Background: an optimization exercise with open tools, aiming at small area, a short achievable clock period and few clock cycles per item. Do not read the settings as production practice.
In this exercise RTL edits were held to simulation tests only and were not proved equivalent to the original.
Power figures rest on the tool's default switching activity, not on a simulated workload.

==> flow/design.v <==
`timescale 1ns / 1ps
module shift_sub_mod_mul #(
  parameter Data_Width = 256
)(
  input  logic                      i_clk,
  input  logic                      i_rst_n,
  input  logic                      i_load,
  input  logic [Data_Width - 1 : 0] i_a,
  input  logic [Data_Width - 1 : 0] i_b,
  input  logic [Data_Width - 1 : 0] i_m,
  output logic                      o_ready,
  output logic                      o_busy,
  output logic [Data_Width - 1 : 0] o_p
);
  localparam int N = Data_Width;
  localparam int W = Data_Width + 2;
  logic [N-1:0] a_r, m_r;
  logic [N+1:0] b_r;               
  logic [W-1:0] s_r, c_r;
  logic       ph_first, ph_step, ph_res, ph_rot, addm;
  logic       sel_shl, sel_res;    
  logic [7:0] cnt, sh;
  function automatic logic [1:0] qdec(input logic [6:0] h, input logic [3:0] mi);
    logic signed [7:0] hs, t0, t1, t2;
    hs = {h[6], h};
    case (mi)
      4'd5:    begin t0 = -8'sd6;  t1 = 8'sd6;  t2 = 8'sd16; end
      4'd6:    begin t0 = -8'sd6;  t1 = 8'sd8;  t2 = 8'sd20; end
      4'd7:    begin t0 = -8'sd6;  t1 = 8'sd10; t2 = 8'sd24; end
      4'd8:    begin t0 = -8'sd6;  t1 = 8'sd12; t2 = 8'sd28; end
      4'd9:    begin t0 = -8'sd7;  t1 = 8'sd13; t2 = 8'sd31; end
      4'd10:   begin t0 = -8'sd9;  t1 = 8'sd13; t2 = 8'sd33; end
      4'd11:   begin t0 = -8'sd11; t1 = 8'sd13; t2 = 8'sd35; end
      4'd12:   begin t0 = -8'sd13; t1 = 8'sd13; t2 = 8'sd37; end
      4'd13:   begin t0 = -8'sd15; t1 = 8'sd13; t2 = 8'sd39; end
      4'd14:   begin t0 = -8'sd17; t1 = 8'sd13; t2 = 8'sd41; end
      4'd15:   begin t0 = -8'sd19; t1 = 8'sd13; t2 = 8'sd43; end
      default: begin t0 = -8'sd6;  t1 = 8'sd4;  t2 = 8'sd12; end
    endcase
    if (hs < t0)      qdec = 2'd0;
    else if (hs < t1) qdec = 2'd1;
    else if (hs < t2) qdec = 2'd2;
    else              qdec = 2'd3;
  endfunction
  function automatic logic [W-1:0] ymul(input logic [3:0] q, input logic [N-1:0] m);
    ymul = q[2] ? ~{2'b00, m} :
           q[3] ? ~{1'b0, m, 1'b0} :
           q[0] ?  {2'b00, m} : '0;
  endfunction
  function automatic logic [3:0] onehot(input logic [1:0] d);
    onehot = 4'b0001 << d;
  endfunction
  logic [3:0]    q1_r;
  logic          stepq;
  logic [3:0]    mi;
  logic [3:0]    q1, q2;
  logic [W-1:0]  x1, y1, z1, yy1, s1a, c1a, s1, c1;
  logic [W-1:0]  x2, y2, z2, yy2, s2a, c2a, s2, c2;
  logic [W-1:0]  ym [4];
  assign stepq = ph_first | ph_step;
  assign mi    = m_r[N-1:N-4];
  assign z1 = b_r[N+1] ? {2'b00, a_r} : '0;
  assign z2 = b_r[N]   ? {2'b00, a_r} : '0;
  always_comb for (int k = 0; k < 4; k++) ym[k] = ymul(4'b0001 << k, m_r);
  assign x1 = ({W{sel_shl}} & {s_r[W-2:0], ph_rot & s_r[W-1]}) | ({W{sel_res}} & {1'b0, s_r[W-1:1]});
  assign y1 = ({W{sel_shl}} & {c_r[W-2:0], 1'b0})              | ({W{sel_res}} & {1'b0, c_r[W-1:1]});
  assign q1  = q1_r;
  assign yy1 = ymul(q1, m_r);
  assign s1a = x1 ^ y1 ^ z1;
  assign c1a = {((x1 & y1) | (x1 & z1) | (y1 & z1)), 1'b0} | {{(W-1){1'b0}}, q1[2] | q1[3]};
  assign s1  = s1a ^ c1a ^ yy1;
  assign c1  = {((s1a & c1a) | (s1a & yy1) | (c1a & yy1)), 1'b0};
  logic [8:0] zy2_r, zy3_r;
  logic [8:0] xw2, yw2, xw3, yw3;
  logic [8:0] aw [8];
  logic [8:0] base2;
  logic [1:0] d3 [4];
  assign xw2 = ph_first ? 9'd0 : s_r[W-3:W-11];
  assign yw2 = ph_first ? 9'd0 : c_r[W-3:W-11];
  assign xw3 = ph_first ? 9'd0 : s_r[W-4:W-12];
  assign yw3 = ph_first ? 9'd0 : c_r[W-4:W-12];
  assign aw[0] = 9'd0;
  assign aw[1] = {2'b00, a_r[N-1:N-7]};
  assign aw[2] = {1'b0, a_r[N-1:N-8]};
  assign aw[4] = a_r[N-1:N-9];
  assign aw[3] = aw[1] + aw[2];
  assign aw[5] = aw[1] + aw[4];
  assign aw[6] = aw[2] + aw[4];
  assign aw[7] = aw[3] + aw[4];
  assign base2 = xw2 + yw2 + zy2_r;
  always_comb begin
    logic [8:0] t;
    for (int k = 0; k < 4; k++) begin
      t = xw3 + yw3 + (zy3_r + ym[k][W-2:W-10]);
      d3[k] = qdec(t[8:2], mi);
    end
  end
  assign q2 = stepq ? onehot(qdec(base2[8:2], mi)) : (addm ? 4'b0001 : 4'b0010);
  logic [3:0] q3;
  logic [8:0] zy2_n, zy3_n, za2_n, za3_n;
  always_comb begin
    logic [1:0] d;
    d = '0;
    for (int k = 0; k < 4; k++) if (q2[k]) d = d | d3[k];
    q3 = onehot(d);
  end
  assign za2_n = aw[{b_r[N-1], b_r[N-2]}];
  assign za3_n = aw[{b_r[N-1], b_r[N-2], b_r[N-3]}];
  always_comb begin
    zy2_n = '0;
    zy3_n = '0;
    for (int k = 0; k < 4; k++) begin
      zy2_n = zy2_n | ({9{q3[k]}} & (za2_n + ym[k][W-2:W-10]));
      zy3_n = zy3_n | ({9{q3[k]}} & (za3_n + ym[k][W-3:W-11]));
    end
  end
  assign x2 = {s1[W-2:0], (ph_rot & s1[W-1]) | (sel_res & s_r[0])};
  assign y2 = {c1[W-2:0], 1'b0};
  assign yy2 = ymul(q2, m_r);
  assign s2a = x2 ^ y2 ^ z2;
  assign c2a = {((x2 & y2) | (x2 & z2) | (y2 & z2)), 1'b0} | {{(W-1){1'b0}}, q2[2] | q2[3]};
  assign s2  = s2a ^ c2a ^ yy2;
  assign c2  = {((s2a & c2a) | (s2a & yy2) | (c2a & yy2)), 1'b0};
  logic la_cz, la_neg;
  assign la_cz  = ~|c1a;
  assign la_neg = s1a[W-2];
  logic       n_first, n_step, n_res, n_rot, n_addm, n_ready, n_busy;
  logic [7:0] n_cnt, n_sh;
  always_comb begin
    n_first = ph_first;
    n_step  = ph_step;
    n_res   = ph_res;
    n_rot   = ph_rot;
    n_addm  = addm;
    n_cnt   = cnt;
    n_sh    = sh;
    n_ready = 1'b0;
    n_busy  = o_busy;
    if (i_load) begin
      n_first = 1'b1;
      n_step  = 1'b0;
      n_res   = 1'b0;
      n_rot   = 1'b0;
      n_addm  = 1'b0;
      n_cnt   = '0;
      n_sh    = '0;
      n_busy  = 1'b1;
    end else begin
      if (ph_first) begin
        if (m_r[N-1:N-2] != 2'b00) begin
          n_first = 1'b0;
          n_step  = 1'b1;
          n_cnt   = 8'd1;
        end else begin
          n_sh = sh + 8'd2;
        end
      end
      if (ph_step) begin
        n_cnt = cnt + 8'd1;
        if (cnt == 8'd128) begin
          n_step = 1'b0;
          n_res  = 1'b1;
        end
      end
      if (ph_res) begin
        if (addm) begin
          n_addm = 1'b0;
        end else if (la_cz) begin
          if (la_neg) begin
            n_addm = 1'b1;
          end else if (sh == 8'd0) begin
            n_res   = 1'b0;
            n_ready = 1'b1;
            n_busy  = 1'b0;
          end else begin
            n_res = 1'b0;
            n_rot = 1'b1;
            n_cnt = {1'b0, sh[7:1]};
          end
        end
      end
      if (ph_rot) begin
        n_cnt = cnt + 8'd1;
        if (cnt == 8'd128) begin
          n_rot   = 1'b0;
          n_ready = 1'b1;
          n_busy  = 1'b0;
        end
      end
    end
  end
  always_ff @(posedge i_clk or negedge i_rst_n) begin
    if (!i_rst_n) begin
      ph_first <= 1'b0;
      ph_step  <= 1'b0;
      ph_res   <= 1'b0;
      ph_rot   <= 1'b0;
      addm     <= 1'b0;
      cnt      <= '0;
      sh       <= '0;
      o_busy   <= 1'b0;
      o_ready  <= 1'b0;
      sel_shl  <= 1'b0;
      sel_res  <= 1'b1;
    end else begin
      ph_first <= n_first;
      ph_step  <= n_step;
      ph_res   <= n_res;
      ph_rot   <= n_rot;
      addm     <= n_addm;
      cnt      <= n_cnt;
      sh       <= n_sh;
      o_busy   <= n_busy;
      o_ready  <= n_ready;
      sel_shl  <= n_step | n_rot;
      sel_res  <= ~n_first & ~n_step & ~n_rot;
    end
  end
  always_ff @(posedge i_clk) begin
    s_r <= s2;
    c_r <= c2;
    if (i_load) begin
      a_r <= i_a;
      m_r   <= i_m;
      b_r   <= {2'b00, i_b};
      q1_r  <= 4'b0010;
      zy2_r <= 9'd0;
      zy3_r <= i_b[N-1] ? {2'b00, i_a[N-1:N-7]} : 9'd0;
    end else begin
      b_r <= {b_r[N-1:0], 2'b00};
      if (m_r[N-1:N-2] == 2'b00) m_r <= {m_r[N-3:0], 2'b00};
      if (n_step) begin
        q1_r  <= q3;
        zy2_r <= zy2_n;
        zy3_r <= zy3_n;
      end else begin
        q1_r  <= 4'b0010;
        zy2_r <= 9'd0;
        zy3_r <= b_r[N-3] ? {2'b00, a_r[N-1:N-7]} : 9'd0;
      end
    end
  end
  assign o_p = s_r[N-1:0];
endmodule
==> flow/config.mk <==
export PLATFORM = sky130hd
export DESIGN_NAME = shift_sub_mod_mul
export DESIGN_NICKNAME = shift_sub_mod_mul
export VERILOG_FILES = /design/flow/design.v
export SDC_FILE = /design/flow/constraint.sdc
export NUM_CORES = 4
export LEC_CHECK = 0
export CAP_MARGIN = 30
export CORE_MARGIN = 2
export CORE_UTILIZATION = 35
export SETUP_SLACK_MARGIN = 0.5
export SLEW_MARGIN = 40
==> flow/constraint.sdc <==
create_clock -name core_clock -period 14.0 [get_ports {i_clk}]
set_input_delay 2.8000 -clock core_clock [delete_from_list [all_inputs] [get_ports {i_clk}]]
set_output_delay 2.8000 -clock core_clock [all_outputs]
set_load 0.01 [all_outputs]
standard.sh (not shown) runs the stock make flow with config.mk's settings and CLKGATE_MAP_FILE= SYNTH_SCRIPT=/design/flow/synth_recipe.tcl, a recipe that flattens the netlist after the stock synthesis.
==> flow/flow/run.sh <==
#!/bin/bash
bash standard.sh SETUP_SLACK_MARGIN=8.5 finish > standard_run.log 2>&1
The baseline finished clean.
Testbench counts at the start, summed over its fixed seeds: cycles 25,879, ops 192.
Edit:
--- a/flow/design.v
+++ b/flow/design.v
@@ -122,8 +122,8 @@
   assign s2  = s2a ^ c2a ^ yy2;
   assign c2  = {((s2a & c2a) | (s2a & yy2) | (c2a & yy2)), 1'b0};
   logic la_cz, la_neg;
-  assign la_cz  = ~|c1a;
-  assign la_neg = s1a[W-2];
+  assign la_cz  = ~|c1;
+  assign la_neg = s1[W-2];
   logic       n_first, n_step, n_res, n_rot, n_addm, n_ready, n_busy;
   logic [7:0] n_cnt, n_sh;
   always_comb begin
@@ -160,6 +160,7 @@
         if (cnt == 8'd128) begin
           n_step = 1'b0;
           n_res  = 1'b1;
+          n_addm = q3[0];
         end
       end
       if (ph_res) begin
Outcome: The new run completed with no timing, DRC or antenna violations; power goes up by 6.1%; worst setup slack degrades by 0.13 ns; first-iteration DRC count goes up by 24%; core utilization goes up by 0.66 points; final area goes up by 0.36%; non-clock buffer count goes up by 81; clock power goes down by about 3%; via count goes up by 3.7%.
Testbench counts after the change, summed over its fixed seeds: cycles 25,722, ops 192.

[what the ideal ports hide]
In the flow no input, the clock included, has a driving cell. The finished layouts below were timed again as built, in two steps.
Step 1 (the two cells are an assumption about what drives the block):
set clk [get_ports {i_clk}]
set_driving_cell -lib_cell sky130_fd_sc_hd__clkbuf_16 $clk
set_driving_cell -lib_cell sky130_fd_sc_hd__buf_2 [delete_from_list [all_inputs] $clk]
Step 2 times the ports against the registers' clock, not the clock port: input delays grow and output delays shrink by t, the midpoint of the rising clock arrivals with the driver on.
Three values: ideal ports, drivers, drivers and shift; two values: the first two.
run	t (ns)	slack for setup (ns)	worst hold slack (ns)	worst data-port slew with drivers (ns)
the first run	0.931	8.392 / 8.392 / 7.979	0.448 / 0.448 / 0.448	0.36
the second run	0.920	8.261 / 8.261 / 8.128	0.447 / 0.447 / 0.447	0.30
After both steps setup and hold are still met in every run listed. The setup slack of the first run, which loses most, moves by 0.000 ns with the drivers and by -0.413 ns with both steps.
